Background: an optimization exercise with open tools, aiming at small area, a short achievable clock period and few clock cycles. Do not read the settings as production practice.
Where RTL was checked, it was by simulation tests only, not by an equivalence proof against the original.

## MDU
module MDU (
	clk, rst_n,
	A, B, Op, C, D,
	ack, req
);
	input clk, rst_n;
	input  [0:32-1] 	A;
	input  [0:32-1] 	B;
	input  [0:3-1]  	Op;
	output [0:32-1] 	C;
	output [0:4-1]	D;
	input req;
	output ack;
	wire [31:0] a_in  = A;
	wire [31:0] b_in  = B;
	wire [2:0]  op_in = Op;
	reg        busy, first, fix, negd;
	reg [2:0]  cnt;
	reg        op_div, op_sgn, op_hi, op_u;
	reg        negq, qm1, eq_r;
	reg [31:0] X, Q;
	reg [32:0] R;
	wire last  = ~first & (cnt == 3'd0);
	wire mj2 = azr[3] & azr[2] & ~Q[15] | op_sgn & aor[3] & aor[2] & Q[15];
	wire mj5 = op_u & Q[31];
	wire [2:0] mk = mj5 ? 3'd3 : {op_hi, mj2, 1'b0};
	reg  [2:0] kreg;
	wire dneg  = op_sgn & X[31];
	wire [32:0] x33 = {op_sgn & X[31], X};
	wire [34:0] x1  = {{2{x33[32]}}, x33};
	wire [34:0] x2  = {x33[32], x33, 1'b0};
	reg  [31:0] neg_o;
	reg         nc;
	integer j;
	always @(*) begin
		nc = 1'b1;
		for (j = 0; j < 32; j = j + 1) begin
			neg_o[j] = ~Q[j] ^ nc;
			nc = nc & ~Q[j];
		end
	end
	wire        aneg   = first & op_div & op_sgn & Q[31] & ~negd;
	wire        dfirst = first & op_div;
	wire [31:0] T      = dneg ? ~X : X;
	function [2:0] lzb;   
		input [31:0] v;
		begin
			if (|v[31:24])      lzb = 3'd0;
			else if (|v[23:16]) lzb = 3'd1;
			else if (|v[15:8])  lzb = 3'd2;
			else if (|v[7:0])   lzb = 3'd3;
			else                lzb = 3'd4;
		end
	endfunction
	function [2:0] skipb;
		input [2:0] za, zt;
		begin
			case ({za, zt})
				6'o00: skipb = 3'd3; 6'o01: skipb = 3'd2; 6'o02: skipb = 3'd1; 6'o03: skipb = 3'd0; 6'o04: skipb = 3'd0;
				6'o10: skipb = 3'd4; 6'o11: skipb = 3'd3; 6'o12: skipb = 3'd2; 6'o13: skipb = 3'd1; 6'o14: skipb = 3'd0;
  ...
For scale: about 2400 cells after synthesis, about 130 flip-flops, about 110 I/O pins.
clock: 100.0 ns
lec_check: 0
cap_margin: 20
core_margin: 2
core_utilization: 40
slew_margin: 20
run.sh (not shown) runs the stock make flow with config.mk's settings and CLKGATE_MAP_FILE= SYNTH_SCRIPT=/design/flow/synth_recipe.tcl, a recipe that flattens the netlist after the stock synthesis.
Testbench counts at the start, summed over its fixed seeds: cycles 14,449.
Edit:
==> flow/flow/run.sh (new file) <==
#!/bin/bash
set -euo pipefail
bash standard.sh SETUP_SLACK_MARGIN=79.0 finish > standard.log 2>&1
==> flow/standard.sh (new file) <==
#!/bin/bash
# synth_recipe.tcl (not shown) runs the flow's synth.tcl, then flattens the netlist and writes it again
# the make line also repeats each setting of config.mk as NAME=value (left out here)
make -C /OpenROAD-flow-scripts/flow DESIGN_CONFIG=/design/flow/config.mk WORK_HOME=/design/flow/orfs CLKGATE_MAP_FILE= SYNTH_SCRIPT=/design/flow/synth_recipe.tcl "${@:-finish}"
Settings changed: CORE_UTILIZATION 40 to 60.
removed: flow/run.sh
Sequential share of layout area climbs by 0.53 points.
Final area climbs slightly.
Final cell count drops by a few percent.
Core utilization climbs by 23 points.
Flip-flop and latch count is unchanged.
Non-clock buffer count climbs by 38.
Via count climbs by a little under a tenth.
Edit:
==> flow/flow/run.sh (replaced) <==
#!/bin/bash
set -euo pipefail
bash standard.sh SETUP_SLACK_MARGIN=79.3 finish > standard.log 2>&1
Settings changed: CORE_UTILIZATION 60 to 50.
After rerunning: The changed run went through all stages and came out clean. Wire length shrinks by about 0.9%. Final area is higher by 2.4%. Sequential share of layout area went down by 0.36 points. Core utilization went down by 9.8 points. Synthesized cell count does not change. Synthesized area does not change. Die area goes up by about 20%. Global-route usage went down by 7.2 points. Worst setup slack gets worse by 0.019 ns.
Edit:
==> flow/flow/run.sh (replaced) <==
#!/bin/bash
set -euo pipefail
bash standard.sh SETUP_SLACK_MARGIN=79.0 finish > standard.log 2>&1
Die area is unchanged.
Global-route usage fell by 0.70 points.
Count of clock-buffer cells in the layout fell by 5.
Edit:
Settings changed: CORE_UTILIZATION 50 to 40.
After rerunning: The changed run finished with timing, DRC and antenna clean. Area after synthesis stays the same. Wire length rose by 3.5%. Die area increases by 24%. Setup slack gets worse by 0.064 ns. Design area climbs by 1.1%. Fmax falls by 0.30%. Global-route usage goes down by 6.8 points. Core utilization came out lower by 11 points.
Edit:
==> flow/run.sh (new file) <==
#!/bin/bash
# synth_recipe.tcl (not shown) runs the flow's synth.tcl, then flattens the netlist and writes it again
# the make line also repeats each setting of config.mk as NAME=value (left out here)
make -C /OpenROAD-flow-scripts/flow DESIGN_CONFIG=/design/flow/config.mk WORK_HOME=/design/flow/orfs CLKGATE_MAP_FILE= SYNTH_SCRIPT=/design/flow/synth_recipe.tcl finish
Settings changed: SLEW_MARGIN 20 to 50.
removed: flow/flow/run.sh
removed: flow/standard.sh
=>
- The changed run completed with no timing, DRC or antenna violations
- area after synthesis stays the same
- hold slack improved by 0.0072 ns
- setup slack got worse by 0.73 ns
- via count falls by 1.0%
- cell count drops by 1.3%

---

MDU, a different RTL version from the one above (not shown whole).
For scale: about 2800 cells after synthesis, ~130 flip-flops, roughly 110 I/O pins.
==> flow/config.mk <==
export PLATFORM = sky130hd
export DESIGN_NAME = MDU
export DESIGN_NICKNAME = MDU
export VERILOG_FILES = /design/flow/design.v
export SDC_FILE = /design/flow/constraint.sdc
export NUM_CORES = 4
export LEC_CHECK = 0
export CAP_MARGIN = 20
export CORE_MARGIN = 2
export CORE_UTILIZATION = 40
export SLEW_MARGIN = 50
==> flow/constraint.sdc <==
create_clock -name core_clock -period 100.0 [get_ports {clk}]
set_input_delay 20.0000 -clock core_clock [delete_from_list [all_inputs] [get_ports {clk}]]
set_output_delay 20.0000 -clock core_clock [all_outputs]
set_load 0.01 [all_outputs]
Stock flow here: none of the scripts above is used.
Testbench counts at the start, summed over its fixed seeds: cycles 14,449.
Rerun with:
--- a/flow/config.mk
+++ b/flow/config.mk
@@ -9,3 +9,3 @@
 export CORE_MARGIN = 2
 export CORE_UTILIZATION = 40
-export SLEW_MARGIN = 50
+export SLEW_MARGIN = 20
The changed run passed the timing, design-rule and antenna checks.
Via count falls slightly.
Core utilization is about the same.
First-iteration DRC count falls by a few percent.
Global-route usage is lower by 0.13 points.
Routed wire length hardly moves.
Area after synthesis stays the same.
Die area does not change.
Cell count barely changes.
Register-to-register slack degrades by 360 ps.

---

Setup of try-quartz:
The RTL this note starts from:
==> flow/design.v <==
module MDU (
	clk, rst_n,
	A, B, Op, C, D,
	ack, req
);
	input clk, rst_n;
	input  [0:32-1] 	A;
	input  [0:32-1] 	B;
	input  [0:3-1]  	Op;
	output [0:32-1] 	C;
	output [0:4-1]	D;
	input req;
	output ack;
	wire [31:0] a_in  = A;
	wire [31:0] b_in  = B;
	wire [2:0]  op_in = Op;
	reg        busy, first, fix, negd;
	reg [2:0]  cnt;
	reg        op_div, op_sgn, op_hi, op_u;
	reg        negq, qm1;
	reg [31:0] X, Q;
	reg [32:0] R;
	wire last  = ~first & (cnt == 3'd0);
	wire mj2 = bzr[3] & bzr[2] & ~Q[15] | op_sgn & bor[3] & bor[2] & Q[15];
	wire mj5 = op_u & Q[31];
	wire [2:0] mk = mj5 ? 3'd3 : {op_hi, mj2, 1'b0};
	reg  [2:0] kreg;
	wire dneg  = op_sgn & X[31];
	wire [32:0] x33 = {op_sgn & X[31], X};
	wire [34:0] x1  = {{2{x33[32]}}, x33};
	wire [34:0] x2  = {x33[32], x33, 1'b0};
	reg  [31:0] neg_o;
	reg         nc;
	integer j;
	always @(*) begin
		nc = 1'b1;
		for (j = 0; j < 32; j = j + 1) begin
			neg_o[j] = ~Q[j] ^ nc;
			nc = nc & ~Q[j];
		end
	end
	wire        aneg   = first & op_div & op_sgn & Q[31] & ~negd;
	wire        dfirst = first & op_div;
	wire [31:0] T      = dneg ? ~X : X;
	function [2:0] lzb;   
		input [31:0] v;
		begin
			if (|v[31:24])      lzb = 3'd0;
			else if (|v[23:16]) lzb = 3'd1;
			else if (|v[15:8])  lzb = 3'd2;
			else if (|v[7:0])   lzb = 3'd3;
			else                lzb = 3'd4;
		end
	endfunction
	function [2:0] skipb;
		input [2:0] za, zt;
		begin
			case ({za, zt})
				6'o00: skipb = 3'd3; 6'o01: skipb = 3'd2; 6'o02: skipb = 3'd1; 6'o03: skipb = 3'd0; 6'o04: skipb = 3'd0;
				6'o10: skipb = 3'd4; 6'o11: skipb = 3'd3; 6'o12: skipb = 3'd2; 6'o13: skipb = 3'd1; 6'o14: skipb = 3'd0;
				6'o20: skipb = 3'd4; 6'o21: skipb = 3'd4; 6'o22: skipb = 3'd3; 6'o23: skipb = 3'd2; 6'o24: skipb = 3'd1;
				6'o30: skipb = 3'd4; 6'o31: skipb = 3'd4; 6'o32: skipb = 3'd4; 6'o33: skipb = 3'd3; 6'o34: skipb = 3'd2;
				default: skipb = 3'd4;
			endcase
		end
	endfunction
	reg  [3:0] azr, aor, bzr, bor;
	wire [3:0] alowz = {azr[2] & azr[1] & azr[0], azr[1] & azr[0], azr[0], 1'b1};
	wire [3:0] az = negd ? ((alowz & azr) | (~alowz & aor)) : azr;
	wire [3:0] tz = dneg ? bor : bzr;
	wire [2:0] lza = ~az[3] ? 3'd0 : ~az[2] ? 3'd1 : ~az[1] ? 3'd2 : ~az[0] ? 3'd3 : 3'd4;
	wire [2:0] lzt = ~tz[3] ? 3'd0 : ~tz[2] ? 3'd1 : ~tz[1] ? 3'd2 : ~tz[0] ? 3'd3 : 3'd4;
	wire [31:0] absA = Q;
	wire [2:0] sb = skipb(lza, lzt);
	wire       qzero = dfirst & ~aneg & (sb == 3'd4);
	reg [32:0] r_prep;
	reg [31:0] q_prep;
	always @(*) begin
		case (sb[1:0])
			2'd0: begin r_prep = 33'd0;                 q_prep = absA; end
			2'd1: begin r_prep = {25'd0, absA[31:24]};  q_prep = {absA[23:0], 8'd0}; end
			2'd2: begin r_prep = {17'd0, absA[31:16]};  q_prep = {absA[15:0], 16'd0}; end
			default: begin r_prep = {9'd0, absA[31:8]}; q_prep = {absA[7:0], 24'd0}; end
		endcase
	end
	wire [32:0] r_in = dfirst ? r_prep : R;
	wire [31:0] q_in = dfirst ? q_prep : Q;
	function [34:0] bkadd;
		input [34:0] a, b;
		input        ci;
		reg [35:0] g, p, G, P;
		integer k, d;
		begin
			g[0] = ci;
			p[0] = 1'b0;
			for (k = 1; k < 36; k = k + 1) begin
				g[k] = a[k-1] & b[k-1];
				p[k] = a[k-1] ^ b[k-1];
			end
			G = g;
			P = p;
			for (d = 1; d < 36; d = d * 2)
				for (k = 2*d-1; k < 36; k = k + 2*d) begin
					G[k] = G[k] | (P[k] & G[k-d]);
					P[k] = P[k] & P[k-d];
				end
			for (d = 16; d >= 1; d = d / 2)
				for (k = 3*d-1; k < 36; k = k + 2*d) begin
					G[k] = G[k] | (P[k] & G[k-d]);
					P[k] = P[k] & P[k-d];
				end
			for (k = 0; k < 35; k = k + 1)
				bkadd[k] = p[k+1] ^ G[k];
		end
	endfunction
	wire [7:0] mb = (op_u & last & ~kreg[2]) ? 8'd0 : Q[7:0];
	reg  [32:0] rrow;
	reg  [34:0] opa, opb;
	reg  [34:0] sum;
	reg  [3:0]  qb;
	reg  [7:0]  pl;
	reg         one, two, ng, blo;
	integer i;
	always @(*) begin
		rrow = r_in;
		qb = 4'd0;
		pl = 8'd0;
		for (i = 0; i < 4; i = i + 1) begin
			if (op_div) begin
				opa = {rrow[32], rrow, q_in[31-i]};
				one = 1'b1;
				two = 1'b0;
				ng  = ~(rrow[32] ^ dneg);
			end else begin
				opa = {{2{rrow[32]}}, rrow};
				blo = (i == 0) ? qm1 : mb[2*i-1];
				one = mb[2*i] ^ blo;
				two = (mb[2*i+1] & ~mb[2*i] & ~blo) | (~mb[2*i+1] & mb[2*i] & blo);
				ng  = mb[2*i+1];
			end
			opb = ({35{one}} & x1) | ({35{two}} & x2);
			sum = bkadd(opa, opb ^ {35{ng}}, ng);
			if (op_div) begin
				rrow = sum[32:0];
				qb[3-i] = ~sum[32];
			end else begin
				rrow = sum[34:2];
				pl[2*i +: 2] = sum[1:0];
			end
		end
	end
	reg [31:0] q_calc;
	always @(*) begin
		if (op_div) begin
			if (fix | aneg)
				q_calc = neg_o;
			else if (qzero)
				q_calc = 32'd0;
			else
				q_calc = {q_in[27:0], qb};
		end else if (last)
			case (kreg)
				3'd2:    q_calc = {rrow[15:0], pl, Q[31:24]};
				3'd3:    q_calc = {rrow[23:0], pl};
				3'd4:    q_calc = rrow[31:0];
				3'd6:    q_calc = {{16{rrow[32]}}, rrow[31:16]};
				default: q_calc = {pl, Q[31:8]};
			endcase
		else
			q_calc = {pl, Q[31:8]};
	end
	always @(posedge clk) begin
		if (req) begin
			X <= op_in[2] ? b_in : a_in;
			for (j = 0; j < 4; j = j + 1) begin
				azr[j] <= (a_in[8*j +: 8] == 8'h00);
				aor[j] <= (a_in[8*j +: 8] == 8'hff);
				bzr[j] <= (b_in[8*j +: 8] == 8'h00);
				bor[j] <= (b_in[8*j +: 8] == 8'hff);
			end
			Q <= op_in[2] ? a_in : b_in;
			R <= 33'd0;
			qm1 <= 1'b0;
			op_div <= op_in[2];
			op_sgn <= (op_in == 3'd1) | (op_in == 3'd3) | (op_in == 3'd4);
			op_hi  <= (op_in == 3'd1) | (op_in == 3'd2);
			op_u   <= (op_in == 3'd2);
		end else begin
			Q <= q_calc;
			R <= rrow;
			qm1 <= Q[7];
			if (first & ~negd)
				negq <= op_sgn & (Q[31] ^ X[31]);
			if (first) begin
				kreg <= mk;
				cnt  <= op_div ? {(2'd3 - sb[1:0]), 1'b0} : mj2 ? 3'd0 : mj5 ? 3'd3 : 3'd2;
			end else
				cnt <= cnt - 3'd1;
		end
	end
	always @(posedge clk or negedge rst_n) begin
		if (~rst_n) begin
			busy  <= 1'b0;
			first <= 1'b0;
			fix   <= 1'b0;
			negd  <= 1'b0;
		end else if (req) begin
			busy  <= 1'b1;
			first <= 1'b1;
			fix   <= 1'b0;
			negd  <= 1'b0;
		end else if (aneg) begin
			negd  <= 1'b1;
		end else begin
			first <= 1'b0;
			fix   <= 1'b0;
			if (dfirst) begin
				if (qzero)
					busy <= 1'b0;
			end else if (fix)
				busy <= 1'b0;
			else if (last) begin
				if (op_div & negq)
					fix <= 1'b1;
				else
					busy <= 1'b0;
			end
		end
	end
	assign ack = ~busy;
	assign C = Q;
	wire eq = (Q == 32'd0);
	assign D = {1'b0, Q[31], ~Q[31] & ~eq, eq};
endmodule
clock: 100.0 ns
lec_check: 0
cap_margin: 50
core_margin: 2
core_utilization: 40
slew_margin: 75
The flow did not stop early for try-quartz: all stages ran, and the layout cleared the timing, design-rule and antenna checks.
Input changes introduced in try-sierra (baseline for comparison: try-quartz):
- SLEW_MARGIN now 20, was 75
- CAP_MARGIN now 20, was 50
Results
- try-sierra ran to completion and came out clean on the timing, design-rule and antenna checks.
- Post-detailed-routing wire length: try-sierra lower than try-quartz
- Compared with try-quartz, try-sierra shows a higher fraction of standard cell area that is sequential.
- try-sierra vs try-quartz — critical path depth rose 77.
- [compare] base=try-quartz new=try-sierra: portion of the clock cycle consumed by the worst path in the final layout moved up; final area decreased about 9%.
- Relative to try-quartz, count of clock-buffer cells in the layout has gone down in try-sierra.
- Status: count of inverters other than clock inverters in the layout parity (try-quartz, try-sierra)
No run of this note included a check of the RTL's function; only the layout flow was run.

-- afterwards: timing with drivers on the ports --
Ports are ideal in the flow. The routed layouts listed here were re-timed in OpenROAD.
Step 1 (the two cells are an assumption about what drives the block):
set clk [get_ports {clk}]
set_driving_cell -lib_cell sky130_fd_sc_hd__clkbuf_16 $clk
set_driving_cell -lib_cell sky130_fd_sc_hd__buf_2 [delete_from_list [all_inputs] $clk]
Step 2 also shifts input and output timing later by t, the mid clock arrival at the registers, as if the neighbouring blocks saw the same clock.
Three values: ideal ports, drivers, drivers and shift; two values: the first two.
| run | t, ns | setup WS [ns] | slew at the worst register clock pin (ns) |
|---|---|---|---|
| the first run of note 1 | 0.508 | 77.986 / 77.930 / 78.192 | 0.07 / 0.07 |
| the second run of note 1 | 0.498 | 78.841 / 78.787 / 78.551 | 0.07 / 0.07 |
| the third run of note 1 | 0.483 | 78.822 / 78.770 / 78.772 | 0.07 / 0.07 |
| the fourth run of note 1 | 0.494 | 78.827 / 78.774 / 78.502 | 0.07 / 0.07 |
| the fifth run of note 1 | 0.508 | 78.763 / 78.706 / 78.561 | 0.07 / 0.07 |
| the sixth run of note 1 | 0.502 | 78.030 / 77.975 / 78.208 | 0.07 / 0.07 |
| the first run of note 2 | 0.504 | 78.086 / 78.035 / 78.387 | 0.08 / 0.08 |
| the second run of note 2 | 0.505 | 77.908 / 77.856 / 78.361 | 0.08 / 0.08 |
| try-quartz | 0.491 | 77.374 / 77.327 / 77.465 | 0.07 / 0.07 |
| try-sierra | 0.493 | 76.975 / 76.975 / 76.851 | 0.06 / 0.06 |
After both steps every run listed still meets setup and hold. For the fourth run of note 1, which loses most, drivers alone change the setup slack by -0.053 ns; drivers and shift together by -0.325 ns.
